This is an optimization exercise on Yosys and OpenROAD, whose aim is small area, not a production implementation. Only simulation tests tie the RTL to the original design; equivalence was not proved. No activity file was given, so power comes from the tool's default toggle rates.

**run.sh**
```bash
#!/bin/bash
# synth_recipe.tcl (not shown) runs the flow's synth.tcl, then flattens the netlist and writes it again
# the make line also repeats each setting of config.mk as NAME=value (left out here)
make -C /OpenROAD-flow-scripts/flow DESIGN_CONFIG=/design/flow/config.mk WORK_HOME=/design/flow/orfs CLKGATE_MAP_FILE= SYNTH_SCRIPT=/design/flow/synth_recipe.tcl finish
```
**config.mk**
```make
export PLATFORM = sky130hd
export DESIGN_NAME = rv32i
export DESIGN_NICKNAME = rv32i
export VERILOG_FILES = /design/flow/design.v
export SDC_FILE = /design/flow/constraint.sdc
export NUM_CORES = 4
export LEC_CHECK = 0
export CAP_MARGIN = 20
export CORE_MARGIN = 2
export CORE_UTILIZATION = 40
export CTS_BUF_LIST = sky130_fd_sc_hd__clkbuf_16
export CTS_CLUSTER_DIAMETER = 100
export CTS_CLUSTER_SIZE = 20
export SLEW_MARGIN = 20
export SYNTH_HIERARCHICAL = 1
export SYNTH_MINIMUM_KEEP_SIZE = 0
```
**constraint.sdc**
```tcl
create_clock -name core_clock -period 7.0 [get_ports {clk}]
set_input_delay 1.4000 -clock core_clock [delete_from_list [all_inputs] [get_ports {clk}]]
set_output_delay 1.4000 -clock core_clock [all_outputs]
set_load 0.01 [all_outputs]
```
**design.v**
```verilog
module dec31 (
    input  wire [4:0]  a,
    output wire [31:1] y
);
    genvar i;
    generate
        for (i = 1; i < 32; i = i + 1) begin : g_d
            assign y[i] = (a == i);
        end
    endgenerate
endmodule
module wdec31 (
    input  wire [4:0]  a,
    output wire [31:1] we,
    output wire [31:1] nwe
);
    genvar i;
    generate
        for (i = 1; i < 32; i = i + 1) begin : g_d
            assign we[i]  = (a == i);
            assign nwe[i] = (a != i);
        end
    endgenerate
endmodule
module rnext (
    input  wire [31:0] q,
    input  wire [31:0] wd,
    input  wire        we,
    input  wire        nwe,
    output wire [31:0] y
);
    assign y = (q & {32{nwe}}) | (wd & {32{we}});
endmodule
module aoi222 (
    input  wire a1, a2, b1, b2, c1, c2,
    output wire y
);
    assign y = ~((a1 & a2) | (b1 & b2) | (c1 & c2));
endmodule
module rmux (
    input  wire [31:1]       s,
    input  wire [32*31-1:0]  q,
    output wire [31:0]       y
);
    genvar i, j;
    generate
        for (j = 0; j < 32; j = j + 1) begin : g_b
            wire [10:0] t;
            for (i = 0; i < 10; i = i + 1) begin : g_t
                aoi222 u (
                    .a1(s[3*i+1]), .a2(q[32*(3*i)+j]),
                    .b1(s[3*i+2]), .b2(q[32*(3*i+1)+j]),
                    .c1(s[3*i+3]), .c2(q[32*(3*i+2)+j]),
                    .y(t[i]));
            end
            assign t[10] = ~(s[31] & q[32*30+j]);
            assign y[j] = ~&t;
        end
    endgenerate
endmodule
module alu (
    input  wire [31:0] a,
    input  wire [31:0] b,
    input  wire [2:0]  s,
    input  wire        ext,
    output reg  [31:0] y,
    output wire        eq
);
    wire [31:0] x   = a ^ b;
    wire [31:0] sum = a + (b ^ {32{ext}}) + {31'b0, ext};
    assign eq = ~|x;
    wire        left = ~s[2];
    wire [31:0] ar;
    genvar i;
    generate
        for (i = 0; i < 32; i = i + 1) begin : g_rev
            assign ar[i] = a[31-i];
        end
    endgenerate
    wire [31:0] sin  = left ? ar : a;
    wire        fill = ext & a[31] & ~left;
    wire [31:0] sr   = $signed({fill, sin}) >>> b[4:0];
    wire [31:0] srr;
    generate
        for (i = 0; i < 32; i = i + 1) begin : g_rev2
            assign srr[i] = sr[31-i];
        end
    endgenerate
    always @(*) begin
        case (s)
        3'b000: y = sum;
        3'b111: y = a & b;
        3'b110: y = a | b;
        3'b100: y = x;
        3'b001: y = srr;
        3'b101: y = sr;
        default: y = 32'b0;
        endcase
    end
endmodule
module rv32i (
    input  wire        clk,
    input  wire        n_rst,
    input  wire [31:0] instruction,
    output wire [7:0]  pc,
    input  wire [31:0] d_in,
    output wire        wr_en,
    output wire [1:0]  mode,
    output wire [7:0]  wr_addr,
    output wire [7:0]  rd_addr,
    output wire [31:0] d_out
);
    reg  [7:0]  pc_reg;
    reg  [31:0] inst;
    wire [7:0]  pc_next;
    assign pc = pc_reg;
    always @(posedge clk or negedge n_rst)
        if (!n_rst) pc_reg <= 8'd0;
        else        pc_reg <= pc_next;
    always @(posedge clk or negedge n_rst)
        if (!n_rst) inst[0] <= 1'b0;
        else        inst[0] <= instruction[0];
    always @(posedge clk)
        inst[31:1] <= instruction[31:1];
    wire [6:0] op = inst[6:0];
    wire [2:0] f3 = inst[14:12];
    wire is_load  = (op == 7'b0000011);
    wire is_store = (op == 7'b0100011);
    wire is_br    = (op == 7'b1100011);
    wire is_imm   = (op == 7'b0010011);
    wire is_op    = (op == 7'b0110011);
    wire is_jal   = (op == 7'b1101111);
    wire is_jalr  = (op == 7'b1100111);
    wire is_lui   = (op == 7'b0110111);
    wire is_auipc = (op == 7'b0010111);
    wire writes   = is_load | is_op | is_imm | is_jal | is_jalr | is_lui | is_auipc;
    wire [31:0] r1, r2;
    wire [4:0]  rd_W;
    reg  [31:0] wd_W;
    wire [32*31-1:0] rq;
    wire [31:1]      s1, s2, we, nwe;
    genvar gi;
    generate
        for (gi = 1; gi < 32; gi = gi + 1) begin : g_rf
            reg  [31:0] r;
            wire [31:0] rn;
            rnext u_n (.q(r), .wd(wd_W), .we(we[gi]), .nwe(nwe[gi]), .y(rn));
            always @(posedge clk)
                r <= rn;
            assign rq[32*(gi-1) +: 32] = r;
        end
    endgenerate
    wdec31 u_wdec (.a(rd_W), .we(we), .nwe(nwe));
    dec31  u_dec1 (.a(inst[19:15]), .y(s1));
    dec31  u_dec2 (.a(inst[24:20]), .y(s2));
    rmux   u_rd1  (.s(s1), .q(rq), .y(r1));
    rmux   u_rd2  (.s(s2), .q(rq), .y(r2));
    wire [8:0] link = {1'b0, pc_reg} + 9'd4;
    wire [7:0] imm_p = {inst[27:25], inst[3] ? inst[24:21] : inst[11:8], 1'b0};
    wire [7:0] add_p = pc_reg + imm_p;
    wire       st_fmt = inst[5] & ~inst[6];
    wire       sub_a  = inst[30] & ~inst[6];
    wire [7:0] imm_a  = st_fmt ? {inst[27:25], inst[11:7]} : inst[27:20];
    wire [7:0] add_a  = r1[7:0] + (imm_a ^ {8{sub_a}}) + {7'b0, sub_a};
    wire        a_r1 = is_op | is_imm | is_br;
    wire        a_j  = is_jal | is_jalr;
    wire [31:0] in_a = a_r1     ? r1 :
                       is_auipc ? {24'b0, pc_reg} :
                       a_j      ? {23'b0, link} : 32'b0;
    wire        b_r2 = is_op | is_br | is_store;
    wire        b_u  = is_lui | is_auipc;
    wire [31:0] in_b = b_r2   ? r2 :
                       is_imm ? {{20{inst[31]}}, inst[31:20]} :
                       b_u    ? {inst[31:12], 12'b0} : 32'b0;
    reg [31:0] a_E, b_E;
    reg [7:0]  t_E;
    reg        alu_E, ext_E, beq_E;
    reg [4:0]  rd_E;
    reg [2:0]  f3_E;
    reg        ld_E, st_E;
    always @(posedge clk) begin
        a_E   <= in_a;
        b_E   <= in_b;
        t_E   <= inst[6] ? add_p : add_a;
        alu_E <= is_op | is_imm;
        ext_E <= inst[30] & (is_op | is_imm | b_u);
        beq_E <= is_br & (f3 == 3'b000);
        rd_E  <= writes ? inst[11:7] : 5'd0;
        f3_E  <= f3;
        ld_E  <= is_load;
        st_E  <= is_store;
    end
    wire [31:0] y;
    wire        eq;
    alu alu (.a(a_E), .b(b_E), .s(alu_E ? f3_E : 3'b000), .ext(ext_E), .y(y), .eq(eq));
    wire taken_E = beq_E & eq;
    assign pc_next = is_jalr ? add_a :
                     is_jal  ? add_p :
                     taken_E ? t_E   : link[7:0];
    reg [31:0] x_M;
    reg [7:0]  a_M;
    reg [4:0]  rd_M;
    reg [2:0]  f3_M;
    reg        ld_M, st_M;
    always @(posedge clk) begin
        x_M  <= y;
        a_M  <= t_E;
        rd_M <= rd_E;
        f3_M <= f3_E;
        ld_M <= ld_E;
        st_M <= st_E;
    end
    assign wr_en   = st_M;
    assign mode    = f3_M[1:0];
    assign wr_addr = a_M;
    assign rd_addr = a_M;
    assign d_out   = x_M;
    function [31:0] rd_data_sel(input [2:0] funct, input [31:0] data);
        case (funct)
            3'b000 : rd_data_sel = {{24{data[7]}}, data[7:0]};
            3'b001 : rd_data_sel = {{16{data[15]}}, data[15:0]};
            3'b010 : rd_data_sel = data;
            3'b100 : rd_data_sel = {24'h0, data[7:0]};
            3'b101 : rd_data_sel = {16'h0, data[15:0]};
            default: rd_data_sel = 32'h0;
        endcase
    endfunction
    reg [4:0] rd_Wr;
    assign rd_W = rd_Wr;
    always @(posedge clk) begin
        wd_W  <= ld_M ? rd_data_sel(f3_M, d_in) : x_M;
        rd_Wr <= rd_M;
    end
endmodule
```
==> metrics.md, run 1 <==
| Metric | Value |
|---|---|
| DR pass1 iterations | 14 |
| Cell leakage power | about 22 nW |
| Setup TNS Final | 0 ns |
| Routed via count | around 50000 |
| Design Area, Final | ~59000 um^2 |
| Worst EP arrival | between 5 and 6 ns |
| Initial antenna violation count | 11 |
| VDD IR max | approximately 0.20 mV |
| CTS Buf Count | between 70 and 80 |
| WP data required | approximately 7.6 ns |
| CP endpoint kind | flop |
| Clock Skew | about 0.047 ns |
| Ports | around 130 |
| Cell area after synthesis | 53800 um^2 |
| Post-synth ARST share | 0.748% |
| Diode count | 0 |
| Post-detailed-routing wire length | ~240 mm |
| Crit start category | flop |
| Clock tree from TritonCTS | done |
| Final Hold Viols | 0 |
| Post-CTS Setup Inserts | 0 |
| Die Y | about 370 um |
| Yosys reg bits | about 1200 |
| Placed cells | between 6000 and 7000 |
| Total GRT Usage | about 33% |
| Post-CTS sizing | 0 |
| CTS max path bufs | 3 |
| Clk Latency, worst-skew pair | around 0.7 ns |
| Clock transition at path regs | 0.09 ns |
| DR DRC count | 0 |
| Max Cap Viol | 0 |
| IO Port Bufs | 124 |
| Slew @ Worst Pin | about 1.3 ns |
| Fin crit share | a little over two thirds |
| Synth cell types | 88 |
| Synth warn | 8 |
| Largest net degree at the start of global routing | 52 |
| Fillers | 12700 |
| Vias per cell | between 7 and 8 |
| Post-CTS Hold Buffers | 0 |
| Syn Nets | roughly 5000 |
| Final HPWL DP | ~150 mm |
| Multi-input gate area | between 20000 and 30000 um^2 |
| PwrDens | 213 nW/um^2 |
| Final setup vio count | 0 |
| Placed Instance Area | 56300 um^2 |
| Maximum fanout along the worst path | 19 |
| RePlAce Congestion | about 1.0 |
| Die area | ~140000 um^2 |
| Final worst path period need | between 4 and 5 ns |
| Share of cells above drive strength 1 | between 10% and 20% |
| Sink Count | 1204 |
| Clk root buf | clkbuf_16 |
| Min-delay worst type | flop to flop |
| EDFF count, synth | 0 |
| Area growth, synth to finish | 8.75% |
| Avg Cell Area, Syn | 11.1 um^2 |
| Status | no timing/DRC/antenna violations |
| Fmax | just over 200 MHz |
| Post-layout total power | 0.0125 W |
| Core area | 133000 um^2 |
| Max-slew violations | 0 |
| Global-route wire length before repair | 331 mm |
| Row count | between 100 and 150 |
| Initial DRC Count | about 11000 |
| Top FF cell, synth | dfxtp_1 |
| Kind of critical path | flop to flop |
| Cells after Synth | about 4900 |
| Mean routed wirelength per cell | 35.3 um |
| Global route overflow | 0 |
| Die Wd | 371 um |
| RSZ-0062 raised after global routing | false |
| Effective utilization at floorplan | about two fifths |
| Top reg by flops | g_rf.r |
| FF+latch area | between 20000 and 25000 um^2 |
| Sequential share of the synthesized area | 44.8% |
| CTS HTree Levels | 3 |
| Post-DRT Antenna Nets | 0 |
| Largest register FFs | 992 |
| Headroom to the max-slew limit | ~14% |
| Vias in the first global route | between 40000 and 50000 |
| Nets | a little over 5000 |
| Post-Layout Cell Count | about 6700 |
layer usage:
| metal | global-route usage [%] | wire [um] | share of wire [%] |
|---|---|---|---|
| met5 | 0 | 97 | 0.041 |
| met3 | 10.1 | 32100 | 14 |
| met2 | 47.3 | 97900 | 42 |
| met4 | 16.2 | 13300 | 5.6 |
| met1 | 43.6 | 92200 | 39 |
per-stage QoR:
| stage | hold WS [ns] | utilization (%) | setup slack, ns |
|---|---|---|---|
| 4_1_cts | 0.322 | 43.8 | 2.28 |
| 3_5_place_dp | 0.313 | 42.2 | 2.30 |
| 5_1_grt | 0.332 | 43.9 | 2.01 |
| 6_report | 0.317 | 43.9 | 2.10 |
| 2_1_floorplan | 0.310 | - | 3.10 |
| 3_3_place_gp | 0.311 | 42.2 | 2.39 |
Yosys cell counts, drive strengths merged (14+ instances only):
cell type  number  area, um^2
nor2          202         761
mux2i          42         420
a21o           23         173
nand4         137         857
nand3          24         125
a22o         1011        8930
o22ai          35         219
a22oi          16         120
inv           130         488
mux4           46        1060
nor3           26         130
nand3b         14         118
a211oi         17         133
a21oi         129         646
xnor2          31         279
a221o          23         231
clkbuf         79         297
ha            115        1440
o211ai         23         173
mux2           16         180
nor4           15         106
buf           234        2440
a2111o         65         732
xor2           47         412
dfxtp        1195       23900
nand2         225         845
o21ai         111         559
and2           37         231
a222oi        643        6440
power breakdown:
| group | internal (W) | leakage, nW | switching, W |
|---|---|---|---|
| clock network | 0.00201 | 1.02 | 0.00247 |
| logic | 0.000344 | 11.0 | 0.000505 |
| registers | 0.00696 | 9.76 | 0.000165 |
cell type report:
class / count / share of cell area [%]
Inverter: 130 / 0.833
Sequential cell: 1204 / 41.2
Clock inverter: 13 / 0.265
Timing Repair Buffer: 274 / 4.32
Tap cell: 1768 / 3.78
Multi-Input combinational cell: 3210 / 46.3
Clock buffer: 76 / 3.25
cell usage in the layout (no fill, tap or decap), types with 39 or more instances in the layout:
master / netlist / final
dfxtp_1: 1195 / 1192
a22o_1: 948 / 948
a222oi_1: 643 / 643
nand2_1: 225 / 224
buf_4: 14 / 141
nand4_1: 137 / 137
inv_1: 128 / 132
a21oi_1: 129 / 128
clkdlybuf4s50_1: 0 / 124
ha_1: 115 / 115
o21ai_0: 109 / 109
nor2_1: 201 / 107
clkbuf_16: 0 / 76
nor2_4: 0 / 74
a2111o_1: 65 / 65
a22o_2: 63 / 63
xor2_1: 47 / 47
mux2i_1: 42 / 42
mux4_2: 39 / 39
per-module statistics from Yosys, one instance, submodules excluded:
module  area [um^2]  copies in the design  cells inside
alu            6960                     1           950
aoi222         10.0                   640             1
dec31           218                     2            46
rmux            915                     2           131
rnext           350                    31            38
rv32i         26900                     1          1640
wdec31          453                     1            95
cell families (layout without fill, tap and decap cells):
logic type	after synthesis	in the layout	synth area share (%)
fa+ha+maj	118	118	2.78
xor+xnor	78	78	1.28
compound gates	2166	2166	35.2
buf+inv	443	493	5.99
flops	1204	1204	44.8
mux	104	104	3.09
simple gates	744	744	6.82
worst max-delay path, cell delays in order, from the launching register on:
cell and delay [ns]:
dfxtp_1 0.42, nand2b_1 0.74, nor2_4 0.29, buf_16 0.27, a222oi_1 0.38, nand4_1 0.65
a2111o_1 0.65, ha_1 0.31, a21oi_1 0.21, o22ai_1 0.13, a211oi_2 0.33, nor2_1 0.08
a311o_1 0.27
worst paths after layout:
path / startpoint / to / slack [ns] / cells after the start
worst min-delay path: rd_M[4] / rd_Wr[4] / 0.32 / 0
worst max register to register: inst[18] / pc_reg[7] / 2.10 / 12
max in group asynchronous: n_rst / inst[0] / 5.60 / 1
worst min register to register: rd_M[4] / rd_Wr[4] / 0.32 / 0
min in group asynchronous: n_rst / pc_reg[4] / 1.03 / 1
worst max-delay path: inst[18] / pc_reg[7] / 2.10 / 12
==> run 2, diff against run 1 <==
--- a/design.v
+++ b/design.v
@@ -58,45 +58,170 @@
         end
     endgenerate
 endmodule
+module c_xor2 (input wire a, b, output wire y);
+    assign y = a ^ b;
+endmodule
+module c_ha (input wire a, b, output wire s, c);
+    assign s = a ^ b;
+    assign c = a & b;
+endmodule
+module c_and2 (input wire a, b, output wire y);
+    assign y = a & b;
+endmodule
+module c_ao21 (input wire a1, a2, b1, output wire y);
+    assign y = (a1 & a2) | b1;
+endmodule
+module c_mx2i (input wire a0, a1, s, output wire y);
+    assign y = ~(s ? a1 : a0);
+endmodule
+module c_aoi22 (input wire a1, a2, b1, b2, output wire y);
+    assign y = ~((a1 & a2) | (b1 & b2));
+endmodule
+module c_nand2 (input wire a, b, output wire y);
+    assign y = ~(a & b);
+endmodule
 module alu (
     input  wire [31:0] a,
     input  wire [31:0] b,
     input  wire [2:0]  s,
     input  wire        ext,
-    output reg  [31:0] y,
+    output wire [31:0] y,
     output wire        eq
 );
-    wire [31:0] x   = a ^ b;
-    wire [31:0] sum = a + (b ^ {32{ext}}) + {31'b0, ext};
-    assign eq = ~|x;
+    genvar i;
+    wire [31:0] bx, p, g;
+    generate
+        for (i = 0; i < 32; i = i + 1) begin : g_pg
+            c_xor2 u_bx (.a(b[i]), .b(ext), .y(bx[i]));
+            c_ha   u_pg (.a(a[i]), .b(bx[i]), .s(p[i]), .c(g[i]));
+        end
+    endgenerate
+    assign eq = ~|p;
+    wire [31:0] G0, P0;
+    c_ao21 u_g00 (.a1(p[0]), .a2(ext), .b1(g[0]), .y(G0[0]));
+    assign P0[0] = 1'b0;
+    assign G0[31:1] = g[31:1];
+    assign P0[31:1] = p[31:1];
+    wire [31:0] G1, P1, G2, P2, G3, P3, G4, P4, H;
+    generate
+        for (i = 0; i < 32; i = i + 1) begin : g_l1
+            if (i % 2 == 1) begin : g_m
+                c_ao21 u_g (.a1(P0[i]), .a2(G0[i-1]), .b1(G0[i]), .y(G1[i]));
+                if (i > 1) begin : g_p
+                    c_and2 u_p (.a(P0[i]), .b(P0[i-1]), .y(P1[i]));
+                end else begin : g_z
+                    assign P1[i] = 1'b0;
+                end
+            end else begin : g_t
+                assign G1[i] = G0[i];
+                assign P1[i] = P0[i];
+            end
+        end
+        for (i = 0; i < 32; i = i + 1) begin : g_l2
+            if (i % 4 == 3) begin : g_m
+                c_ao21 u_g (.a1(P1[i]), .a2(G1[i-2]), .b1(G1[i]), .y(G2[i]));
+                if (i > 3) begin : g_p
+                    c_and2 u_p (.a(P1[i]), .b(P1[i-2]), .y(P2[i]));
+                end else begin : g_z
+                    assign P2[i] = 1'b0;
+                end
+            end else begin : g_t
+                assign G2[i] = G1[i];
+                assign P2[i] = P1[i];
+            end
+        end
+        for (i = 0; i < 32; i = i + 1) begin : g_l3
+            if (i % 8 == 7) begin : g_m
+                c_ao21 u_g (.a1(P2[i]), .a2(G2[i-4]), .b1(G2[i]), .y(G3[i]));
+                if (i > 7) begin : g_p
+                    c_and2 u_p (.a(P2[i]), .b(P2[i-4]), .y(P3[i]));
+                end else begin : g_z
+                    assign P3[i] = 1'b0;
+                end
+            end else begin : g_t
+                assign G3[i] = G2[i];
+                assign P3[i] = P2[i];
+            end
+        end
+        for (i = 0; i < 32; i = i + 1) begin : g_l4
+            if (i % 16 == 15) begin : g_m
+                c_ao21 u_g (.a1(P3[i]), .a2(G3[i-8]), .b1(G3[i]), .y(G4[i]));
+                assign P4[i] = 1'b0;
+            end else begin : g_t
+                assign G4[i] = G3[i];
+                assign P4[i] = P3[i];
+            end
+        end
+        for (i = 0; i < 31; i = i + 1) begin : g_h
+            if (i == 15 || i == 7 || i == 3 || i == 1 || i == 0) begin : g_d
+                assign H[i] = (i == 15) ? G4[i] : (i == 7) ? G3[i] : (i == 3) ? G2[i] :
+                              (i == 1) ? G1[i] : G0[i];
+            end else if (i == 23) begin : g_23
+                c_ao21 u_h (.a1(P3[i]), .a2(H[15]), .b1(G3[i]), .y(H[i]));
+            end else if (i % 8 == 3 || i % 8 == 7) begin : g_4
+                c_ao21 u_h (.a1(P2[i]), .a2(H[i-4]), .b1(G2[i]), .y(H[i]));
+            end else if (i % 2 == 1) begin : g_2
+                c_ao21 u_h (.a1(P1[i]), .a2(H[i-2]), .b1(G1[i]), .y(H[i]));
+            end else begin : g_1
+                c_ao21 u_h (.a1(P0[i]), .a2(H[i-1]), .b1(G0[i]), .y(H[i]));
+            end
+        end
+    endgenerate
+    wire [31:0] c = {H[30:0], ext};
+    wire [31:0] sum;
+    generate
+        for (i = 0; i < 32; i = i + 1) begin : g_sum
+            c_xor2 u_s (.a(p[i]), .b(c[i]), .y(sum[i]));
+        end
+    endgenerate
     wire        left = ~s[2];
-    wire [31:0] ar;
-    genvar i;
-    generate
-        for (i = 0; i < 32; i = i + 1) begin : g_rev
-            assign ar[i] = a[31-i];
-        end
-    endgenerate
-    wire [31:0] sin  = left ? ar : a;
-    wire        fill = ext & a[31] & ~left;
-    wire [31:0] sr   = $signed({fill, sin}) >>> b[4:0];
-    wire [31:0] srr;
-    generate
-        for (i = 0; i < 32; i = i + 1) begin : g_rev2
-            assign srr[i] = sr[31-i];
-        end
-    endgenerate
-    always @(*) begin
-        case (s)
-        3'b000: y = sum;
-        3'b111: y = a & b;
-        3'b110: y = a | b;
-        3'b100: y = x;
-        3'b001: y = srr;
-        3'b101: y = sr;
-        default: y = 32'b0;
-        endcase
-    end
+    wire        fill = ext & a[31];
+    wire [31:0] st0, st1, st2, st3, st4, st5;
+    generate
+        for (i = 0; i < 32; i = i + 1) begin : g_sh
+            c_mx2i u0 (.a0(a[i]), .a1(a[31-i]), .s(left), .y(st0[i]));    
+            if (i + 1 < 32) begin : g1a
+                c_mx2i u1 (.a0(st0[i]), .a1(st0[i+1]), .s(b[0]), .y(st1[i]));
+            end else begin : g1b
+                c_mx2i u1 (.a0(st0[i]), .a1(~fill), .s(b[0]), .y(st1[i]));
+            end
+            if (i + 2 < 32) begin : g2a
+                c_mx2i u2 (.a0(st1[i]), .a1(st1[i+2]), .s(b[1]), .y(st2[i]));  
+            end else begin : g2b
+                c_mx2i u2 (.a0(st1[i]), .a1(fill), .s(b[1]), .y(st2[i]));
+            end
+            if (i + 4 < 32) begin : g3a
+                c_mx2i u3 (.a0(st2[i]), .a1(st2[i+4]), .s(b[2]), .y(st3[i]));
+            end else begin : g3b
+                c_mx2i u3 (.a0(st2[i]), .a1(~fill), .s(b[2]), .y(st3[i]));
+            end
+            if (i + 8 < 32) begin : g4a
+                c_mx2i u4 (.a0(st3[i]), .a1(st3[i+8]), .s(b[3]), .y(st4[i]));  
+            end else begin : g4b
+                c_mx2i u4 (.a0(st3[i]), .a1(fill), .s(b[3]), .y(st4[i]));
+            end
+            if (i + 16 < 32) begin : g5a
+                c_mx2i u5 (.a0(st4[i]), .a1(st4[i+16]), .s(b[4]), .y(st5[i]));
+            end else begin : g5b
+                c_mx2i u5 (.a0(st4[i]), .a1(~fill), .s(b[4]), .y(st5[i]));
+            end
+        end
+    endgenerate
+    wire [31:0] sr = st5;
+    wire s_sum = (s == 3'b000);
+    wire s_sll = (s == 3'b001);
+    wire s_srl = (s == 3'b101);
+    wire s_p   = (s == 3'b100) | (s == 3'b110);
+    wire s_g   = (s == 3'b111) | (s == 3'b110);
+    generate
+        for (i = 0; i < 32; i = i + 1) begin : g_out
+            wire t0, t1, t2;
+            c_aoi22 u0 (.a1(s_sum), .a2(sum[i]), .b1(s_sll), .b2(sr[31-i]), .y(t0));
+            c_aoi22 u1 (.a1(s_srl), .a2(sr[i]),  .b1(s_p),   .b2(p[i]),     .y(t1));
+            c_nand2 u2 (.a(s_g), .b(g[i]), .y(t2));
+            assign y[i] = ~(t0 & t1 & t2);
+        end
+    endgenerate
 endmodule
 module rv32i (
     input  wire        clk,
@@ -183,7 +308,8 @@
         b_E   <= in_b;
         t_E   <= inst[6] ? add_p : add_a;
         alu_E <= is_op | is_imm;
-        ext_E <= inst[30] & (is_op | is_imm | b_u);
+        ext_E <= inst[30] & (((is_op | is_imm) & (f3 == 3'b000)) |
+                             ((is_op | is_imm) & (f3 == 3'b101)) | b_u);
         beq_E <= is_br & (f3 == 3'b000);
         rd_E  <= writes ? inst[11:7] : 5'd0;
         f3_E  <= f3;
==> run 2 against run 1 <==
  * Worst hold slack gained 0.0082 ns
  * Maximum frequency shrank 3.2%
  * First-iteration DRC count shrank 5.7%
  * Synthesized cell count shrank 9.2%
  * Routed wire length shrank 4.8%
  * Via count shrank 5.0%
==> metrics.md, run 2 <==
| Metric | Value |
|---|---|
| Reg-to-Reg End | pc_reg[7] |
| CP endpoint kind | flop |
| Synth top cells by count | dfxtp_1, a22o_1, a222oi_1 |
| Sink Count | around 1200 |
| Switching Fraction | around 25% |
| CP max-delay cell | nand2b_1 |
| Clock power share | a little over a third |
| Commonest non-fill, non-tap cell in the layout | dfxtp_1 |
| RePlAce Congestion | slightly below 1 |
| Crit-path max cell delay | 0.73 ns |
| Total GRT Usage | between 30% and 40% |
| Vias per cell | between 7 and 8 |
| Global-route wire length before repair | around 320 mm |
| WHS | approximately 0.33 ns |
| Min-delay worst type | flop to flop |
| Fillers | 11900 |
| Cells after Synth | 4409 |
| Post-CTS Hold Buffers | 0 |
| Clk Latency, worst-skew pair | about 0.7 ns |
| FF+latch area | between 20000 and 25000 um^2 |
| Crit path top cell by count | and2_1 |
| Hold depth | 0 |
| Core area | between 100000 and 150000 um^2 |
| DR pass1 iterations | 14 |
| Post-CTS Setup Inserts | 0 |
| Clk root buf | clkbuf_16 |
| Worst EP arrival | 5.65 ns |
| Cell area after synthesis | just over 50000 um^2 |
| Vias in the first global route | about 43000 |
| Top FF cell, synth | dfxtp_1 |
| Clock Skew | 0.0501 ns |
| Largest net degree at the start of global routing | 35 |
| Share of cells above drive strength 1 | between 10% and 20% |
| Syn Nets | approximately 4500 |
| Clock transition at path regs | about 0.090 ns |
| Most frequent cells in the layout | dfxtp_1, a22o_1, a222oi_1 |
| Post-detailed-routing wire length | between 200 and 250 mm |
| Yosys reg bits | 1204 |
| EDFF count, synth | 0 |
| Crit start category | flop |
| WP data required | around 7.6 ns |
| Synth cell types | between 60 and 70 |
| Worst reg-to-reg setup slack | 1.94 ns |
| Row count | approximately 130 |
| Worst r2r path cells | 13 |
| Die Y | about 360 um |
| Headroom to the max-slew limit | a little over a tenth |
| Pint | about 0.0092 W |
| Routed via count | 46500 |
| Fin crit share | between 70 and 80% |
| VDD IR max | approximately 0.22 mV |
| Most common cell in the netlist | dfxtp_1 |
| Final Hold Viols | 0 |
| R2r startpoint | inst[19] |
| Share of Yosys cell area claimed by the top area cell type | 46.4% |
| Yosys top cell by area | dfxtp_1 |
| Fmax | just under 200 MHz |
| Status | no timing/DRC/antenna violations |
| Sw Pwr | roughly 0.0031 W |
| Setup TNS Final | 0 ns |
| Kind of critical path | flop to flop |
| PwrDens | about 220 nW/um^2 |
| CP top delay family | simple AND/OR/NAND/NOR gates |
| Nets | ~4600 |
| Effective utilization at floorplan | 40.4% |
| Post-DRT Antenna Nets | 0 |
| Final worst path period need | about 5.1 ns |
| Final setup vio count | 0 |
| DR DRC count | 0 |
| Initial DRC Count | slightly above 10000 |
| Post-CTS sizing | 0 |
| CTS HTree Levels | 3 |
| Mean routed wirelength per cell | 36.2 um |
| IO Port Bufs | 124 |
| Multi-input gate area | approximately 25000 um^2 |
| Post-synth ARST share | less than 1% |
| Max Cap Viol | 0 |
| Largest register FFs | between 900 and 1000 |
| CTS Buf Count | 72 |
| Avg Cell Area, Syn | 11.7 um^2 |
| Top reg by flops | g_rf.r |
| Maximum fanout along the worst path | 17 |
| Hold path startpoint | rd_E[0] |
| Buffers & Inverters on Critical Path | 1 |
| Max-slew violations | 0 |
| Die Wd | around 360 um |
| RSZ-0062 raised after global routing | false |
| Clock tree from TritonCTS | done |
| Global route overflow | 0 |
| Slew @ Worst Pin | about 1.3 ns |
| Die area | 132000 um^2 |
| Comb pwr share | 6.6% |
| Seq pwr share | 57.8% |
| Initial antenna violation count | 17 |
| Synth top area cells | dfxtp_1, a22o_1, a222oi_1 |
| Final HPWL DP | between 100 and 150 mm |
| CP cell instances | nand2b_1 > nor2_4 > buf_4 > a222oi_1 > nand4_1 > a2111o_1 > ha_1 > and2_1 > and3_1 > and2_1 > a211oi_1 > nand3_1 > o211ai_1 |
| Area growth, synth to finish | 9.32% |
| CTS max path bufs | 3 |
| Synth warn | 7 |
| Cell leakage power | about 21 nW |
| Ports | about 130 |
| Sequential share of the synthesized area | ~47% |
| Hold path endpoint | rd_M[0] |
## run 2: final cells by class
type                    count  share of cell area (%)
diodes                      2                 0.00889
clock buffers              75                    3.33
flip-flops and latches   1204                    42.9
clock inverters            13                   0.202
well taps                1662                    3.69
inverters                  42                   0.280
repair buffers            275                    4.43
multi-input cells        2917                    45.2
## run 2: Yosys stat by module, one instance, submodules excluded, excerpt
module	area [um^2]	cells	copies in the design	flip-flops and latches
c_ao21	7.51	1	53	0
c_nand2	3.75	1	32	0
c_ha	12.5	1	32	0
c_aoi22	12.5	1	64	0
rmux	915	131	2	0
dec31	218	46	2	0
## run 2: worst max-delay path by stage
stage | start | to | slack, ns | depth (start not counted)
3_3_place_gp | inst[19] | pc_reg[7] | 2.36 | 13
3_5_place_dp | inst[19] | pc_reg[7] | 2.29 | 13
6_report | inst[19] | pc_reg[7] | 1.94 | 13
5_1_grt | inst[19] | pc_reg[7] | 1.92 | 13
4_1_cts | inst[19] | pc_reg[7] | 2.23 | 13
2_1_floorplan | b_E[0] | x_M[31] | 2.92 | 14
## run 2: logic make-up after synthesis
logic type | count (synthesis) | synth area share (%)
buffers and inverters | 288 | 5.04
xor gates and xnor gates | 86 | 1.48
and+or+nand+nor | 597 | 5.98
DFF | 1204 | 46.9
adders and majority gates | 48 | 1.19
AOI/OAI and AO/OA | 1977 | 35.3
muxes | 209 | 4.09
## run 2: per-stage QoR
| step | utilization (%) | setup slack, ns | std cells | power [W] | area, um^2 |
|---|---|---|---|---|---|
| after floorplan | - | 2.92 | 4409 | 0.00765 | 51500 |
| after global placement | 42.4 | 2.36 | 6092 | 0.00806 | 54100 |
| after detailed placement | 42.4 | 2.29 | 6093 | 0.00806 | 54200 |
| after CTS | 44.0 | 2.23 | 6181 | 0.0123 | 56100 |
| after global routing | 44.1 | 1.92 | 6189 | 0.0126 | 56300 |
| final | 44.1 | 1.94 | 6190 | 0.0123 | 56300 |
## run 2: layer usage
layer,share of wire [%],vias up,GRT usage (%)
met5,0.073,-,0.703
met4,6.2,8,16.2
met3,14,777,9.74
li1,-,19100,-
met2,42,3647,48.1
met1,38,23000,42.3
## run 2: power groups by stage
| stage | combinational [W] | clock, W | sequential [W] |
|---|---|---|---|
| after floorplan | 0.000413 | 0 | 0.00724 |
| after global placement | 0.000783 | 0 | 0.00727 |
| after detailed placement | 0.000787 | 0 | 0.00727 |
| after CTS | 0.000791 | 0.00441 | 0.00711 |
| after global routing | 0.000853 | 0.00466 | 0.00713 |
| final | 0.000811 | 0.00438 | 0.00711 |
==> run 3, diff against run 2 <==
--- a/design.v
+++ b/design.v
@@ -74,11 +74,8 @@
 module c_mx2i (input wire a0, a1, s, output wire y);
     assign y = ~(s ? a1 : a0);
 endmodule
-module c_aoi22 (input wire a1, a2, b1, b2, output wire y);
-    assign y = ~((a1 & a2) | (b1 & b2));
-endmodule
-module c_nand2 (input wire a, b, output wire y);
-    assign y = ~(a & b);
+module c_sel5 (input wire s0, v0, s1, v1, s2, v2, s3, v3, s4, v4, output wire y);
+    assign y = (s0 & v0) | (s1 & v1) | (s2 & v2) | (s3 & v3) | (s4 & v4);
 endmodule
 module alu (
     input  wire [31:0] a,
@@ -215,11 +212,9 @@
     wire s_g   = (s == 3'b111) | (s == 3'b110);
     generate
         for (i = 0; i < 32; i = i + 1) begin : g_out
-            wire t0, t1, t2;
-            c_aoi22 u0 (.a1(s_sum), .a2(sum[i]), .b1(s_sll), .b2(sr[31-i]), .y(t0));
-            c_aoi22 u1 (.a1(s_srl), .a2(sr[i]),  .b1(s_p),   .b2(p[i]),     .y(t1));
-            c_nand2 u2 (.a(s_g), .b(g[i]), .y(t2));
-            assign y[i] = ~(t0 & t1 & t2);
+            c_sel5 u (.s0(s_sum), .v0(sum[i]), .s1(s_sll), .v1(sr[31-i]),
+                      .s2(s_srl), .v2(sr[i]),  .s3(s_p),   .v3(p[i]),
+                      .s4(s_g),   .v4(g[i]),   .y(y[i]));
         end
     endgenerate
 endmodule
==> flow/run.sh (new file) <==
#!/bin/bash
# The standard layout (standard.sh: standard synthesis, floorplan, place,
# CTS, route), with the port buffers made from the smallest buffer cell.
# ORFS writes each step's log under orfs/logs; make's own output goes to
# make_finish.log here.
set -euo pipefail
bash standard.sh "BUFFER_PORTS_ARGS=-buffer_cell sky130_fd_sc_hd__buf_1" finish > make_finish.log 2>&1
==> standard.sh (new file) <==
#!/bin/bash
# synth_recipe.tcl (not shown) runs the flow's synth.tcl, then flattens the netlist and writes it again
# the make line also repeats each setting of config.mk as NAME=value (left out here)
make -C /OpenROAD-flow-scripts/flow DESIGN_CONFIG=/design/flow/config.mk WORK_HOME=/design/flow/orfs CLKGATE_MAP_FILE= SYNTH_SCRIPT=/design/flow/synth_recipe.tcl "${@:-finish}"
--- a/config.mk
+++ b/config.mk
@@ -7,10 +7,10 @@
 export LEC_CHECK = 0
 export CAP_MARGIN = 20
 export CORE_MARGIN = 2
-export CORE_UTILIZATION = 40
+export CORE_UTILIZATION = 60
 export CTS_BUF_LIST = sky130_fd_sc_hd__clkbuf_16
 export CTS_CLUSTER_DIAMETER = 100
-export CTS_CLUSTER_SIZE = 20
+export CTS_CLUSTER_SIZE = 22
 export SLEW_MARGIN = 20
 export SYNTH_HIERARCHICAL = 1
 export SYNTH_MINIMUM_KEEP_SIZE = 0
removed: run.sh
==> run 3 against run 2 <==
  * Combinational power fell by 11%
  * First-iteration DRC count rose by 5.3%
  * Register-to-register slack improved by 0.13 ns
  * Sequential power barely moved
  * Worst hold slack improved by 0.0075 ns
  * Via count rose by 0.66%
  * Flip-flop and latch count did not move
  * Maximum frequency rose by 2.6%
  * Die area fell by 34%
  * Critical endpoint is now pc_reg[6]
  * Largest power group unchanged
  * Highest routed layer unchanged
==> metrics.md, run 3 <==
| Metric | Value |
|---|---|
| Pint | roughly 0.0088 W |
| Share of Yosys cell area claimed by the top area cell type | roughly 47% |
| RSZ-0062 raised after global routing | false |
| Commonest non-fill, non-tap cell in the layout | dfxtp_1 |
| Switching Fraction | about a quarter |
| Kind of critical path | flop to flop |
| Comb pwr share | under 10% |
| Crit-path max cell delay | about 0.74 ns |
| Most frequent cells in the layout | dfxtp_1, a22o_1, a222oi_1 |
| Fin crit share | a little over two thirds |
| Buffers & Inverters on Critical Path | 1 |
| Clock power share | 32.9% |
| Post-DRT Antenna Nets | 0 |
| WP data required | 7.57 ns |
| Fillers | about 6900 |
| Die Wd | just under 300 um |
| Crit path top cell by count | a221o_1 |
| Synth warn | 7 |
| EDFF count, synth | 0 |
| Synth top cells by count | dfxtp_1, a22o_1, a222oi_1 |
| PwrDens | 215 nW/um^2 |
| VDD IR max | 0.226 mV |
| Initial DRC Count | about 11000 |
| Nets | approximately 4600 |
| RePlAce Congestion | around 1.0 |
| Die area | slightly below 90000 um^2 |
| Largest register FFs | approximately 990 |
| Post-layout total power | 0.0116 W |
| Vias per cell | 8.33 |
| Clk root buf | clkbuf_16 |
| Die Y | a little under 300 um |
| DR DRC count | 0 |
| Synth top area cells | dfxtp_1, a22o_1, a222oi_1 |
| Top reg by flops | g_rf.r |
| Critical path depth | 12 |
| R2r startpoint | inst[18] |
| Cell area after synthesis | between 50000 and 60000 um^2 |
| Area growth, synth to finish | 5.67% |
| Routed via count | 46800 |
| Post-CTS sizing | 0 |
| Hold depth | 0 |
| Min-delay worst type | flop to flop |
| CP endpoint kind | flop |
| Global route overflow | 0 |
| Mean routed wirelength per cell | between 30 and 40 um |
| Cell leakage power | slightly above 20 nW |
| Headroom to the max-slew limit | 15.4% |
| Synth cell types | between 60 and 70 |
| Clock Skew | between 0.04 and 0.05 ns |
| Final setup vio count | 0 |
| CP top delay family | compound AO/OA/AOI/OAI gates |
| Fmax | around 200 MHz |
| Setup TNS Final | 0 ns |
| Post-CTS Hold Buffers | 0 |
| Worst r2r path cells | 12 |
| Status | no timing/DRC/antenna violations |
| Sink Count | 1204 |
| Effective utilization at floorplan | between 60% and 70% |
| Final Hold Viols | 0 |
| CTS Buf Count | 60 |
| Seq pwr share | about three fifths |
| Yosys reg bits | about 1200 |
| Sequential share of the synthesized area | 47.2% |
| Clock tree from TritonCTS | done |
| Ports | roughly 130 |
| Clk Latency, worst-skew pair | 0.70 ns |
| Placed Instance Area | between 50000 and 60000 um^2 |
| Maximum fanout along the worst path | 20 |
| Core area | 84700 um^2 |
| Global-route wire length before repair | 304 mm |
| Post-CTS Setup Inserts | 0 |
| WHS | 0.333 ns |
| Avg Cell Area, Syn | approximately 12 um^2 |
| Worst EP arrival | roughly 5.5 ns |
| Initial antenna violation count | 33 |
| Clock transition at path regs | around 0.090 ns |
| Vias in the first global route | 41200 |
| CTS HTree Levels | 2 |
| Post-synth ARST share | less than 1% |
| Worst reg-to-reg setup slack | 2.06 ns |
| DR pass1 iterations | 12 |
| Slew @ Worst Pin | about 1.3 ns |
| Final worst path period need | 4.94 ns |
| Hold path startpoint | rd_E[2] |
| CP max-delay cell | nand2b_1 |
| Share of cells above drive strength 1 | a little under a tenth |
| Most common cell in the netlist | dfxtp_1 |
| Post-detailed-routing wire length | 218 mm |
| Crit start category | flop |
| Syn Nets | about 4500 |
| Reg-to-Reg End | pc_reg[6] |
| Cells after Synth | between 4000 and 5000 |
| Row count | 107 |
| CP cell instances | nand2b_1 > nor2_4 > buf_4 > a222oi_1 > nand4_1 > a2111o_1 > fa_1 > a21o_1 > a221o_1 > a21oi_1 > xnor2_1 > a221o_1 |
| Yosys top cell by area | dfxtp_1 |
| Sw Pwr | 0.00287 W |
| IO Port Bufs | 124 |
| Largest net degree at the start of global routing | 36 |
| Max Cap Viol | 0 |
| Total GRT Usage | a little under half |
| Max-slew violations | 0 |
| Hold path endpoint | rd_M[2] |
| CTS max path bufs | 3 |
| Top FF cell, synth | dfxtp_1 |
| Design Area, Final | 54000 um^2 |
| Final HPWL DP | approximately 130 mm |
[run 3: cell type report]
cell class / count / area (um^2) / area share (%)
Clock buffer: 61 / 1530 / 2.83
Clock inverter: 6 / 42.5 / 0.0787
Tap cell: 1144 / 1430 / 2.65
Inverter: 42 / 158 / 0.292
Antenna cell: 22 / 55.1 / 0.102
Timing Repair Buffer: 261 / 1620 / 2.99
Sequential cell: 1204 / 24200 / 44.7
Multi-Input combinational cell: 2885 / 25000 / 46.3
[run 3: power by group through the flow]
| stage | clock network, W | logic (W) | registers (W) |
|---|---|---|---|
| after global routing | 0.00403 | 0.000759 | 0.00711 |
| after detailed placement | 0 | 0.000686 | 0.00725 |
| final | 0.00382 | 0.000718 | 0.00709 |
| after CTS | 0.00379 | 0.000690 | 0.00709 |
| after floorplan | 0 | 0.000410 | 0.00724 |
| after global placement | 0 | 0.000681 | 0.00724 |
[run 3: Yosys stat by module (local to each module, per instance), a selection]
module  times used  flops+latches  cells  cell area (um^2)
wdec31           1              0     95               453
rnext           31              0     38               350
alu              1              0     20               114
c_sel5          32              0      3              21.3
c_ha            32              0      1              12.5
aoi222         640              0      1              10.0
c_mx2i         192              0      1              10.0
c_ao21          53              0      1              7.51
c_and2          22              0      1              6.26
[run 3: worst max-delay path by stage]
stage	to	from	slack, ns
after floorplan	x_M[31]	b_E[0]	2.83
after global placement	pc_reg[6]	inst[19]	2.28
after detailed placement	pc_reg[6]	inst[18]	2.26
after CTS	pc_reg[6]	inst[18]	2.22
after global routing	pc_reg[6]	inst[18]	1.98
final	pc_reg[6]	inst[18]	2.06
[run 3: kinds of logic (layout without fill, tap and decap cells)]
| kind of cell | after synthesis | count (layout) | synth area share, % |
|---|---|---|---|
| xor gates and xnor gates | 86 | 86 | 1.49 |
| muxes | 209 | 209 | 4.12 |
| and+or+nand+nor | 565 | 565 | 5.72 |
| AOI/OAI and AO/OA | 1977 | 1977 | 35.2 |
| buffers and inverters | 288 | 370 | 5.08 |
| DFF | 1204 | 1204 | 47.2 |
| adders and majority gates | 48 | 48 | 1.20 |
| other | 0 | 22 | 0 |
[run 3: per-layer routing]
metal	part of all wire, %	GRT usage, %
met5	0.10	1.33
met4	7.6	28.3
met3	17	20.5
met2	39	64.2
met1	37	62.8
[run 3: stage by stage]
step	instances	utilization, %	setup slack [ns]
after global routing	5608	63.7	1.98
final	5625	63.7	2.06
after global placement	5528	61.6	2.28
after CTS	5595	63.4	2.22
after detailed placement	5528	61.6	2.26
after floorplan	4377	-	2.83
==> run 4, diff against run 3 <==
--- a/config.mk
+++ b/config.mk
@@ -7,10 +7,10 @@
 export LEC_CHECK = 0
 export CAP_MARGIN = 20
 export CORE_MARGIN = 2
-export CORE_UTILIZATION = 60
+export CORE_UTILIZATION = 70
 export CTS_BUF_LIST = sky130_fd_sc_hd__clkbuf_16
-export CTS_CLUSTER_DIAMETER = 100
-export CTS_CLUSTER_SIZE = 22
+export CTS_CLUSTER_DIAMETER = 120
+export CTS_CLUSTER_SIZE = 24
 export SLEW_MARGIN = 20
 export SYNTH_HIERARCHICAL = 1
 export SYNTH_MINIMUM_KEEP_SIZE = 0
==> run 4 against run 3 <==
  * Clock skew down 0.00093 ns
  * First-iteration DRC count up 28%
  * Routed wire length down 1.8%
  * Synthesized cell count unchanged
  * Sequential share of layout area up 0.30 points
  * Cell count down 3.6%
  * Critical endpoint unchanged
  * Highest routed layer unchanged
==> metrics.md, run 4 <==
| Metric | Value |
|---|---|
| Status | no timing/DRC/antenna violations |
| Max Cap Viol | 0 |
| Sink Count | around 1200 |
| Fmax | 204 MHz |
| Die area | between 70000 and 80000 um^2 |
| Clock transition at path regs | approximately 0.1 ns |
| CTS Buf Count | between 50 and 60 |
| Nets | about 4500 |
| Routed via count | a little under 50000 |
| Clock Skew | between 0.03 and 0.04 ns |
| Sequential share of the synthesized area | a little under half |
| VDD IR max | ~0.28 mV |
| Global-route wire length before repair | between 300 and 400 mm |
| Simple-gate portion of the synthesized area | about 5.7% |
| Crit start category | flop |
| Post-detailed-routing wire length | ~210 mm |
| Setup WS post-layout | around 2.1 ns |
| Final setup vio count | 0 |
| Clk Latency, worst-skew pair | about 0.72 ns |
| Max-slew violations | 0 |
| Initial antenna violation count | 36 |
| Avg Cell Area, Syn | between 10 and 15 um^2 |
| DR pass1 iterations | 19 |
| Largest family of logic cells by synthesized area | compound AO/OA/AOI/OAI gates |
| RePlAce Congestion | 1.11 |
| Min-delay worst type | flop to flop |
| Clock tree from TritonCTS | done |
| Kind of critical path | flop to flop |
| Vias in the first global route | 42700 |
| Synth top area cells | dfxtp_1, a22o_1, a222oi_1 |
| Mean routed wirelength per cell | ~40 um |
| PwrDens | about 210 nW/um^2 |
| Die Y | approximately 270 um |
| Share of cells above drive strength 1 | under 10% |
| Syn Nets | about 4500 |
| Setup TNS Final | 0 ns |
| M1 GR Usage | between 60% and 70% |
| Commonest non-fill, non-tap cell in the layout | dfxtp_1 |
| Met2 Use GR | about three quarters |
| Post-CTS Setup Inserts | 0 |
| Fillers | between 5000 and 6000 |
| Worst EP arrival | between 5 and 6 ns |
| Largest register FFs | roughly 990 |
| Slew @ Worst Pin | 1.36 ns |
| Post-CTS Hold Buffers | 0 |
| Post-synth ARST share | 0.748% |
| Met3 Use GR | ~27% |
| Vias per cell | 8.90 |
| Top FF cell, synth | dfxtp_1 |
| Cell area after synthesis | around 51000 um^2 |
| Core area | about 73000 um^2 |
| Top reg by flops | g_rf.r |
| IO Port Bufs | 124 |
| Placement Setup Slack | 2.33 ns |
| Synth cell types | 63 |
| Post-CTS sizing | 0 |
| Clk root buf | clkbuf_16 |
| WP data required | roughly 7.6 ns |
| Most common cell in the netlist | dfxtp_1 |
| Cells after Synth | 4377 |
| CTS max path bufs | 3 |
| Row count | between 90 and 100 |
| Post-synthesis compound-gate area fraction | a little over a third |
| RSZ-0062 raised after global routing | false |
| Fin crit share | between 60% and 70% |
| Final HPWL DP | between 100 and 150 mm |
| Headroom to the max-slew limit | 9.40% |
| Largest net degree at the start of global routing | 36 |
| Cell leakage power | between 20 and 25 nW |
| Share of Yosys cell area claimed by the top area cell type | between 40% and 50% |
| Area growth, synth to finish | 4.97% |
| Initial DRC Count | ~14000 |
| Global route overflow | 0 |
| Maximum fanout along the worst path | 32 |
| Effective utilization at floorplan | around 70% |
| Most frequent cells in the layout | dfxtp_1, a22o_1, a222oi_1 |
| CTS HTree Levels | 2 |
| CP endpoint kind | flop |
| Post-DRT Antenna Nets | 0 |
| Mux contribution to synthesized area | ~4.1% |
| Post-Synth Adder-Cell Area | 1.20% |
| Die Wd | 274 um |
| DR DRC count | 0 |
| Synth top cells by count | dfxtp_1, a22o_1, a222oi_1 |
| Ports | 125 |
| Synth warn | 7 |
| Gr busiest metal | met2 |
| EDFF count, synth | 0 |
| Yosys top cell by area | dfxtp_1 |
| Xor-xnor portion of the synthesized cell area | about 1.5% |
| Final Hold Viols | 0 |
| Total GRT Usage | between 50% and 60% |
| Final worst path period need | between 4 and 5 ns |
| Yosys reg bits | 1204 |
[run 4: worst max-delay path: stages, from the launching register on]
cell	delay (ns)
dfxtp_1	0.41
nand2b_1	0.74
nor2_4	0.39
a222oi_1	0.62
nand4_1	0.22
a2111o_1	0.52
inv_1	0.19
o22ai_2	0.13
fa_1	0.45
a21o_1	0.19
a221o_1	0.29
a21oi_1	0.19
xnor2_1	0.10
a221o_1	0.32
[run 4: cell type report]
type                            count  area (um^2)  share of cell area [%]
Antenna cell                       24         60.1                   0.112
Clock buffer                       58         1450                    2.70
Clock inverter                      6         52.6                  0.0979
Inverter                           42          158                   0.294
Multi-Input combinational cell   2885        25000                    46.6
Sequential cell                  1204        24200                    45.0
Tap cell                          959         1200                    2.24
Timing Repair Buffer              244         1560                    2.91
[run 4: final timing paths]
path / cells past startpoint / from / end / slack [ns]
max in group asynchronous: 1 / n_rst / pc_reg[0] / 5.97
min in group asynchronous: 1 / n_rst / pc_reg[3] / 0.65
worst max register to register: 13 / inst[19] / pc_reg[6] / 2.10
worst min register to register: 0 / ld_E / ld_M / 0.33
worst min-delay path: 0 / ld_E / ld_M / 0.33
worst max-delay path: 13 / inst[19] / pc_reg[6] / 2.10
[run 4: cells by family after synthesis]
logic type,after synthesis
xor+xnor,86
compound gates,1977
simple gates,565
buf+inv,288
mux,209
flops,1204
fa+ha+maj,48
[run 4: Yosys stat by module, one instance, submodules excluded, a selection]
module,cell area [um^2],cells inside,copies in the design,flops+latches
c_ao21,7.51,1,53,0
wdec31,453,95,1,0
c_mx2i,10.0,1,192,0
c_and2,6.26,1,22,0
alu,114,20,1,0
c_xor2,8.76,1,64,0
rv32i,26900,1631,1,1204
rnext,350,38,31,0
rmux,915,131,2,0
c_sel5,21.3,3,32,0
[run 4: layer usage]
layer	share of wire, %	vias up	wire, um
met4	9.7	28	20800
li1	-	19000	-
met1	34	22900	72000
met3	19	1402	39800
met5	0.27	-	584
met2	38	4868	81000
[run 4: per-stage QoR]
step | power, W | area, um^2 | util (%) | cells | hold WS [ns]
2_1_floorplan | 0.00765 | 51100 | - | 4377 | 0.310
4_1_cts | 0.0114 | 53300 | 73.5 | 5388 | 0.333
5_1_grt | 0.0117 | 53600 | 73.9 | 5404 | 0.333
3_3_place_gp | 0.00791 | 51800 | 71.4 | 5322 | 0.311
6_report | 0.0115 | 53700 | 73.9 | 5422 | 0.331
3_5_place_dp | 0.00793 | 51800 | 71.4 | 5324 | 0.312
[run 4: report_power, final]
group,leakage (nW),internal (W),switching [W]
Combinational,10.0,0.000246,0.000470
Sequential,9.76,0.00696,0.000146
Clock,0.749,0.00149,0.00222
==> run 5, diff against run 4 <==
==> flow/run.sh (replaced) <==
#!/bin/bash
# The standard layout (standard.sh: standard synthesis, floorplan, place,
# CTS, route), with the port buffers made from the smallest buffer cell and
# ORFS's power recovery (downsizing gates off the critical paths) enabled
# after global routing. ORFS writes each step's log under orfs/logs; make's
# own output goes to make_finish.log here.
set -euo pipefail
bash standard.sh "BUFFER_PORTS_ARGS=-buffer_cell sky130_fd_sc_hd__buf_1" RECOVER_POWER=100 finish > make_finish.log 2>&1
--- a/config.mk
+++ b/config.mk
@@ -7,10 +7,10 @@
 export LEC_CHECK = 0
 export CAP_MARGIN = 20
 export CORE_MARGIN = 2
-export CORE_UTILIZATION = 70
+export CORE_UTILIZATION = 60
 export CTS_BUF_LIST = sky130_fd_sc_hd__clkbuf_16
-export CTS_CLUSTER_DIAMETER = 120
-export CTS_CLUSTER_SIZE = 24
+export CTS_CLUSTER_DIAMETER = 100
+export CTS_CLUSTER_SIZE = 22
 export SLEW_MARGIN = 20
 export SYNTH_HIERARCHICAL = 1
 export SYNTH_MINIMUM_KEEP_SIZE = 0
==> run 5 against run 4 <==
  * Now fails the layout checks on capacitance limit, slew limit
  * Via count shrank 3.2%
  * Sequential share of layout area about the same
  * Area after synthesis unchanged
  * Synthesized cell count stayed put
  * Die area grew 16%
  * Routed wire length is 1.9% higher
  * First-iteration DRC count down 22%
  * Sequential power hardly changed
  * Flip-flop and latch count is the same
  * Design area barely moved
  * Count of clock-buffer cells in the layout is 3 higher
==> metrics.md, run 5 <==
| Metric | Value |
|---|---|
| Status | complete, but fails checks |
| Layout Check Fails | capacitance limit, slew limit |
| Share of Yosys cell area claimed by the top area cell type | 46.8% |
| CP endpoint kind | flop |
| Reg-to-Reg End | b_E[24] |
| Slew @ Worst Pin | roughly 3.6 ns |
| Mean routed wirelength per cell | about 39 um |
| Share of cells above drive strength 1 | ~8.0% |
| Final HPWL DP | approximately 130 mm |
| Worst EP arrival | roughly 6.5 ns |
| Worst r2r path cells | 6 |
| RSZ-0062 raised after global routing | false |
| Largest net degree at the start of global routing | 36 |
| Cell area after synthesis | 51100 um^2 |
| Vias per cell | 8.30 |
| Most common cell in the netlist | dfxtp_1 |
| CP Launch Point | inst[20] |
| Cells after Synth | between 4000 and 5000 |
| Clock Skew | 0.0439 ns |
| Fmax | ~170 MHz |
| Clock power share | 32.9% |
| Largest register FFs | ~990 |
| Max-slew violations | approximately 1000 |
| DR pass1 iterations | 19 |
| Most frequent cells in the layout | dfxtp_1, a22o_1, a222oi_1 |
| Sequential share of the synthesized area | around 47% |
| Ports | between 100 and 150 |
| Global-route wire length before repair | ~300 mm |
| RePlAce Congestion | between 1 and 1.5 |
| Crit start category | flop |
| CTS max path bufs | 3 |
| Final worst path period need | between 5 and 6 ns |
| DR DRC count | 0 |
| Global route overflow | 0 |
| Synth warn | 7 |
| PwrDens | roughly 220 nW/um^2 |
| R2r startpoint | inst[20] |
| Comb pwr share | under 10% |
| Synth top cells by count | dfxtp_1, a22o_1, a222oi_1 |
| Kind of critical path | flop to flop |
| Commonest non-fill, non-tap cell in the layout | dfxtp_1 |
| Yosys reg bits | between 1000 and 1500 |
| Top FF cell, synth | dfxtp_1 |
| Synth top area cells | dfxtp_1, a22o_1, a222oi_1 |
| Worst setup endpoint | b_E[24] |
| Die Wd | approximately 300 um |
| CTS HTree Levels | 2 |
| Worst reg-to-reg setup slack | between 1 and 1.5 ns |
| VDD IR max | about 0.23 mV |
| Seq pwr share | 61.0% |
| Die Y | a little under 300 um |
| Max Cap Viol | 33 |
| Die area | between 80000 and 90000 um^2 |
| Nets | between 4000 and 5000 |
| EDFF count, synth | 0 |
| Post-detailed-routing wire length | about 220 mm |
| Synth cell types | 63 |
| Avg Cell Area, Syn | between 10 and 15 um^2 |
| Pint | 0.00876 W |
| Area growth, synth to finish | 4.99% |
| Final Hold Viols | 0 |
| Final setup vio count | 0 |
| Switching Fraction | between 20% and 30% |
| Effective utilization at floorplan | between 60% and 70% |
| Row count | 107 |
| Clock tree from TritonCTS | done |
| Post-DRT Antenna Nets | 0 |
| Headroom to the max-slew limit | -142% |
| Total GRT Usage | between 40% and 50% |
| Post-synth ARST share | less than 1% |
| Post-CTS Hold Buffers | 0 |
| Vias in the first global route | slightly above 40000 |
| Min-delay worst type | flop to flop |
| Syn Nets | approximately 4500 |
| Maximum fanout along the worst path | 32 |
| Clock transition at path regs | around 0.09 ns |
| Top reg by flops | g_rf.r |
| Sw Pwr | about 0.0029 W |
| Clk Latency, worst-skew pair | 0.70 ns |
| IO Port Bufs | 124 |
| Post-CTS sizing | 0 |
| Cell leakage power | a little over 20 nW |
| Fin crit share | between 80% and 90% |
| Core area | ~85000 um^2 |
| Sink Count | roughly 1200 |
| Clk root buf | clkbuf_16 |
| CTS Buf Count | 60 |
| WP data required | between 7 and 8 ns |
| Routed via count | 46700 |
| Post-CTS Setup Inserts | 0 |
| Initial antenna violation count | 33 |
| Setup TNS Final | 0 ns |
| Initial DRC Count | 11000 |
| Yosys top cell by area | dfxtp_1 |
| Post-layout total power | 0.0116 W |
[run 5: cell counts after synthesis]
No cell type changed its count.
[run 5: power groups by stage]
stage | registers [W] | clock network, W | logic, W
after floorplan | 0.00724 | 0 | 0.000410
after global placement | 0.00724 | 0 | 0.000681
after detailed placement | 0.00725 | 0 | 0.000686
after CTS | 0.00709 | 0.00379 | 0.000690
after global routing | 0.00711 | 0.00403 | 0.000755
final | 0.00709 | 0.00382 | 0.000713
[run 5: area by class of cell]
type,instances,area [um^2]
Clock buffer,61,1530
Antenna cell,21,52.6
Sequential cell,1204,24200
Fill cell,6951,31100
Multi-Input combinational cell,2885,24800
Timing Repair Buffer,261,1470
Inverter,42,158
Clock inverter,6,42.5
Tap cell,1144,1430
[run 5: per-layer routing]
metal / GRT usage, % / part of all wire (%)
met5: 1.33 / 0.11
met4: 28.3 / 7.7
met3: 20.5 / 17
met2: 64.2 / 39
met1: 62.8 / 37
[run 5: worst min path at each step]
stage | from | endpoint | slack [ns] | cells past startpoint
2_1_floorplan | ld_E | ld_M | 0.31 | 0
3_3_place_gp | ld_E | ld_M | 0.31 | 0
3_5_place_dp | rd_E[1] | rd_M[1] | 0.31 | 0
4_1_cts | rd_E[1] | rd_M[1] | 0.33 | 0
5_1_grt | st_E | st_M | 0.34 | 0
6_report | rd_E[1] | rd_M[1] | 0.33 | 0
[run 5: through the flow]
step	hold WS [ns]	instances	utilization (%)	area [um^2]	worst slack (ns)
6_report	0.334	5624	63.3	53700	1.07
2_1_floorplan	0.310	4377	-	51100	2.83
3_3_place_gp	0.311	5528	61.6	52200	2.28
4_1_cts	0.332	5595	63.4	53800	2.22
5_1_grt	0.335	5608	63.3	53600	1.06
3_5_place_dp	0.312	5528	61.6	52200	2.26
[run 5: worst max-delay path, stage by stage (launching register included)]
cell      delay, ns
dfxtp_1        0.87
nand3b_1       0.42
nor2_1         2.62
a222oi_1       0.64
nand4_1        0.53
a2111o_1       0.33
a221o_1        0.33
[run 5: modules after synthesis, one instance, submodules excluded]
| module | cell area [um^2] | copies in the design | cells | flip-flops and latches |
|---|---|---|---|---|
| c_ao21 | 7.51 | 53 | 1 | 0 |
| dec31 | 218 | 2 | 46 | 0 |
| c_xor2 | 8.76 | 64 | 1 | 0 |
| rmux | 915 | 2 | 131 | 0 |
| c_sel5 | 21.3 | 32 | 3 | 0 |
| c_ha | 12.5 | 32 | 1 | 0 |
| rv32i | 26900 | 1 | 1631 | 1204 |
| c_mx2i | 10.0 | 192 | 1 | 0 |
| aoi222 | 10.0 | 640 | 1 | 0 |
| alu | 114 | 1 | 20 | 0 |
| rnext | 350 | 31 | 38 | 0 |
| c_and2 | 6.26 | 22 | 1 | 0 |
| wdec31 | 453 | 1 | 95 | 0 |
[run 5: logic make-up (layout without fill, tap and decap cells)]
group	after synthesis	count (layout)	synth area share (%)
muxes	209	209	4.12
AOI/OAI and AO/OA	1977	1977	35.2
DFF	1204	1204	47.2
xor gates and xnor gates	86	86	1.49
and+or+nand+nor	565	565	5.72
other	0	21	0
adders and majority gates	48	48	1.20
buffers and inverters	288	370	5.08
==> run 6, diff against run 5 <==
--- a/design.v
+++ b/design.v
@@ -292,29 +292,26 @@
     wire [31:0] in_b = b_r2   ? r2 :
                        is_imm ? {{20{inst[31]}}, inst[31:20]} :
                        b_u    ? {inst[31:12], 12'b0} : 32'b0;
-    reg [31:0] a_E, b_E;
+    wire [2:0]  s_alu = (is_op | is_imm) ? f3 : 3'b000;
+    wire        ext   = inst[30] & (((is_op | is_imm) & ((f3 == 3'b000) | (f3 == 3'b101))) | b_u);
+    wire [31:0] y;
+    wire        eq;
+    alu alu (.a(in_a), .b(in_b), .s(s_alu), .ext(ext), .y(y), .eq(eq));
+    reg [31:0] x_E;
     reg [7:0]  t_E;
-    reg        alu_E, ext_E, beq_E;
+    reg        taken_E;
     reg [4:0]  rd_E;
     reg [2:0]  f3_E;
     reg        ld_E, st_E;
     always @(posedge clk) begin
-        a_E   <= in_a;
-        b_E   <= in_b;
-        t_E   <= inst[6] ? add_p : add_a;
-        alu_E <= is_op | is_imm;
-        ext_E <= inst[30] & (((is_op | is_imm) & (f3 == 3'b000)) |
-                             ((is_op | is_imm) & (f3 == 3'b101)) | b_u);
-        beq_E <= is_br & (f3 == 3'b000);
-        rd_E  <= writes ? inst[11:7] : 5'd0;
-        f3_E  <= f3;
-        ld_E  <= is_load;
-        st_E  <= is_store;
+        x_E     <= y;
+        t_E     <= inst[6] ? add_p : add_a;
+        taken_E <= is_br & (f3 == 3'b000) & eq;
+        rd_E    <= writes ? inst[11:7] : 5'd0;
+        f3_E    <= f3;
+        ld_E    <= is_load;
+        st_E    <= is_store;
     end
-    wire [31:0] y;
-    wire        eq;
-    alu alu (.a(a_E), .b(b_E), .s(alu_E ? f3_E : 3'b000), .ext(ext_E), .y(y), .eq(eq));
-    wire taken_E = beq_E & eq;
     assign pc_next = is_jalr ? add_a :
                      is_jal  ? add_p :
                      taken_E ? t_E   : link[7:0];
@@ -324,7 +321,7 @@
     reg [2:0]  f3_M;
     reg        ld_M, st_M;
     always @(posedge clk) begin
-        x_M  <= y;
+        x_M  <= x_E;
         a_M  <= t_E;
         rd_M <= rd_E;
         f3_M <= f3_E;
==> flow/run.sh (replaced) <==
#!/bin/bash
# The standard layout (standard.sh: standard synthesis, floorplan, place,
# CTS, route), with the port buffers made from the smallest buffer cell.
# ORFS writes each step's log under orfs/logs; make's own output goes to
# make_finish.log here.
set -euo pipefail
bash standard.sh "BUFFER_PORTS_ARGS=-buffer_cell sky130_fd_sc_hd__buf_1" finish > make_finish.log 2>&1
==> run 6 against run 5 <==
  * Now clean on timing, DRC and antenna
  * Power fell by 2.8%
  * Largest cell class unchanged
  * Via count rose by 0.93%
  * Sequential share of layout area fell by 1.1 points
  * Highest routed layer unchanged
  * Global-route usage rose by 0.24 points
  * Die area fell by 1.4%
  * Largest power group unchanged
  * Design area fell by 0.33%
==> metrics.md, run 6 <==
| Metric | Value |
|---|---|
| Synth top area cells | dfxtp_1, a22o_1, a222oi_1 |
| Clock tree from TritonCTS | done |
| Kind of critical path | flop to flop |
| Yosys reg bits | roughly 1200 |
| Most common cell in the netlist | dfxtp_1 |
| Global-route wire length before repair | roughly 310 mm |
| Hold path endpoint | x_M[22] |
| Post-Layout Cell Count | between 5000 and 6000 |
| Vias in the first global route | around 42000 |
| Crit start category | flop |
| Most frequent cells in the layout | dfxtp_1, a22o_1, a222oi_1 |
| Post-DRT Antenna Nets | 0 |
| Die area | 86400 um^2 |
| VDD IR max | 0.284 mV |
| Syn Nets | 4465 |
| Max-slew violations | 0 |
| Share of Yosys cell area claimed by the top area cell type | 46.1% |
| Effective utilization at floorplan | between 60% and 70% |
| Die Wd | just under 300 um |
| Yosys top cell by area | dfxtp_1 |
| Synth cell types | slightly below 70 |
| R2r startpoint | inst[19] |
| Top FF cell, synth | dfxtp_1 |
| DR DRC count | 0 |
| Post-layout total power | between 0.01 and 0.015 W |
| Row count | around 110 |
| Worst EP arrival | 7.20 ns |
| CP endpoint kind | flop |
| Worst r2r path cells | 18 |
| Status | no timing/DRC/antenna violations |
| Clock transition at path regs | around 0.090 ns |
| Post-detailed-routing wire length | around 220 mm |
| Min-delay worst type | flop to flop |
| Hold path startpoint | x_E[22] |
| DR pass1 iterations | 21 |
| Area growth, synth to finish | 6.12% |
| Fmax | 150 MHz |
| Nets | around 4600 |
| Core area | roughly 83000 um^2 |
| Sink Count | ~1200 |
| Max Cap Viol | 0 |
| Final worst path period need | about 6.7 ns |
| CTS max path bufs | 3 |
| Placed cells | 5484 |
| CTS Buf Count | 59 |
| Post-CTS Setup Inserts | 0 |
| Cell area after synthesis | about 50000 um^2 |
| Routed via count | between 40000 and 50000 |
| Die Y | 294 um |
==> run 6: logic make-up after synthesis <==
kind of cell,after synthesis,share of synthesized area (%)
AOI/OAI and AO/OA,1984,35.8
xor gates and xnor gates,83,1.44
adders and majority gates,48,1.22
buffers and inverters,289,5.15
DFF,1170,46.6
muxes,201,4.01
and+or+nand+nor,576,5.84
==> run 6: per-module statistics from Yosys, one instance, submodules excluded <==
module / cells / times used / area [um^2] / flops+latches
rv32i: 1605 / 1 / 26200 / 1170
c_xor2: 1 / 64 / 8.76 / 0
c_mx2i: 1 / 192 / 10.0 / 0
c_ha: 1 / 32 / 12.5 / 0
c_ao21: 1 / 53 / 7.51 / 0
wdec31: 95 / 1 / 453 / 0
rmux: 131 / 2 / 915 / 0
alu: 20 / 1 / 114 / 0
c_sel5: 3 / 32 / 21.3 / 0
aoi222: 1 / 640 / 10.0 / 0
c_and2: 1 / 22 / 6.26 / 0
rnext: 38 / 31 / 350 / 0
dec31: 46 / 2 / 218 / 0
==> run 6: how the worst max path moves through the flow <==
stage / from / end / slack, ns
after floorplan: inst[20] / x_E[31] / 0.55
final: inst[19] / x_E[23] / 0.32
after global routing: inst[19] / x_E[23] / 0.36
after detailed placement: inst[18] / x_E[23] / 0.83
after global placement: inst[18] / x_E[23] / 0.85
after CTS: inst[18] / x_E[23] / 0.77
==> run 6: per-layer routing <==
layer  vias up  GRT usage, %  share of wire, %
met3      1012          17.3                16
met1     22800          63.4                37
met2      4301          65.4                39
met5         -             0             0.041
li1      19000             -                 -
met4        16          31.1               8.5
==> run 6: worst max-delay path, stage by stage (launching register included) <==
cell and delay (ns):
dfxtp_1 0.52, nand2b_1 0.50, nor2_4 0.32, a222oi_1 0.44
nand4_1 0.36, a2111o_1 0.61, a222oi_1 0.69, inv_1 0.21
ha_1 0.42, and2_1 0.18, a21o_1 0.26, a21o_1 0.27
a21o_1 0.27, a21o_1 0.22, a21o_1 0.19, a21o_1 0.17
xor2_1 0.16, a222oi_1 0.61, nand2_1 0.11
==> run 6: stage by stage <==
step                      setup WS [ns]  hold WS, ns  utilization, %
final                             0.325        0.331            64.1
after global routing              0.358        0.335            64.1
after CTS                         0.766        0.332            63.9
after detailed placement          0.826        0.312            62.1
after global placement            0.851        0.310            62.0
after floorplan                   0.554        0.310               -
==> run 6: where the power goes <==
group	internal, W	switching [W]
logic	0.000231	0.000465
clock network	0.00151	0.00221
registers	0.00676	0.000125
==> run 6: area by class of cell <==
class                      instances  area (um^2)
clock buffer                      59         1480
fill                            6760        29900
antenna                            8         20.0
tap                             1080         1350
clock inverter                     8         62.6
timing repair buffer             304         1950
multi-input combinational       2892        25000
sequential                      1170        23500
inverter                          44          165

Setup slack of run 6, layout unchanged: 0.325 ns with ideal ports, 0.325 ns with driving cells assumed (clock clkbuf_16, inputs buf_2), 0.325 ns with port delays also shifted by the 0.750 ns mid clock arrival.
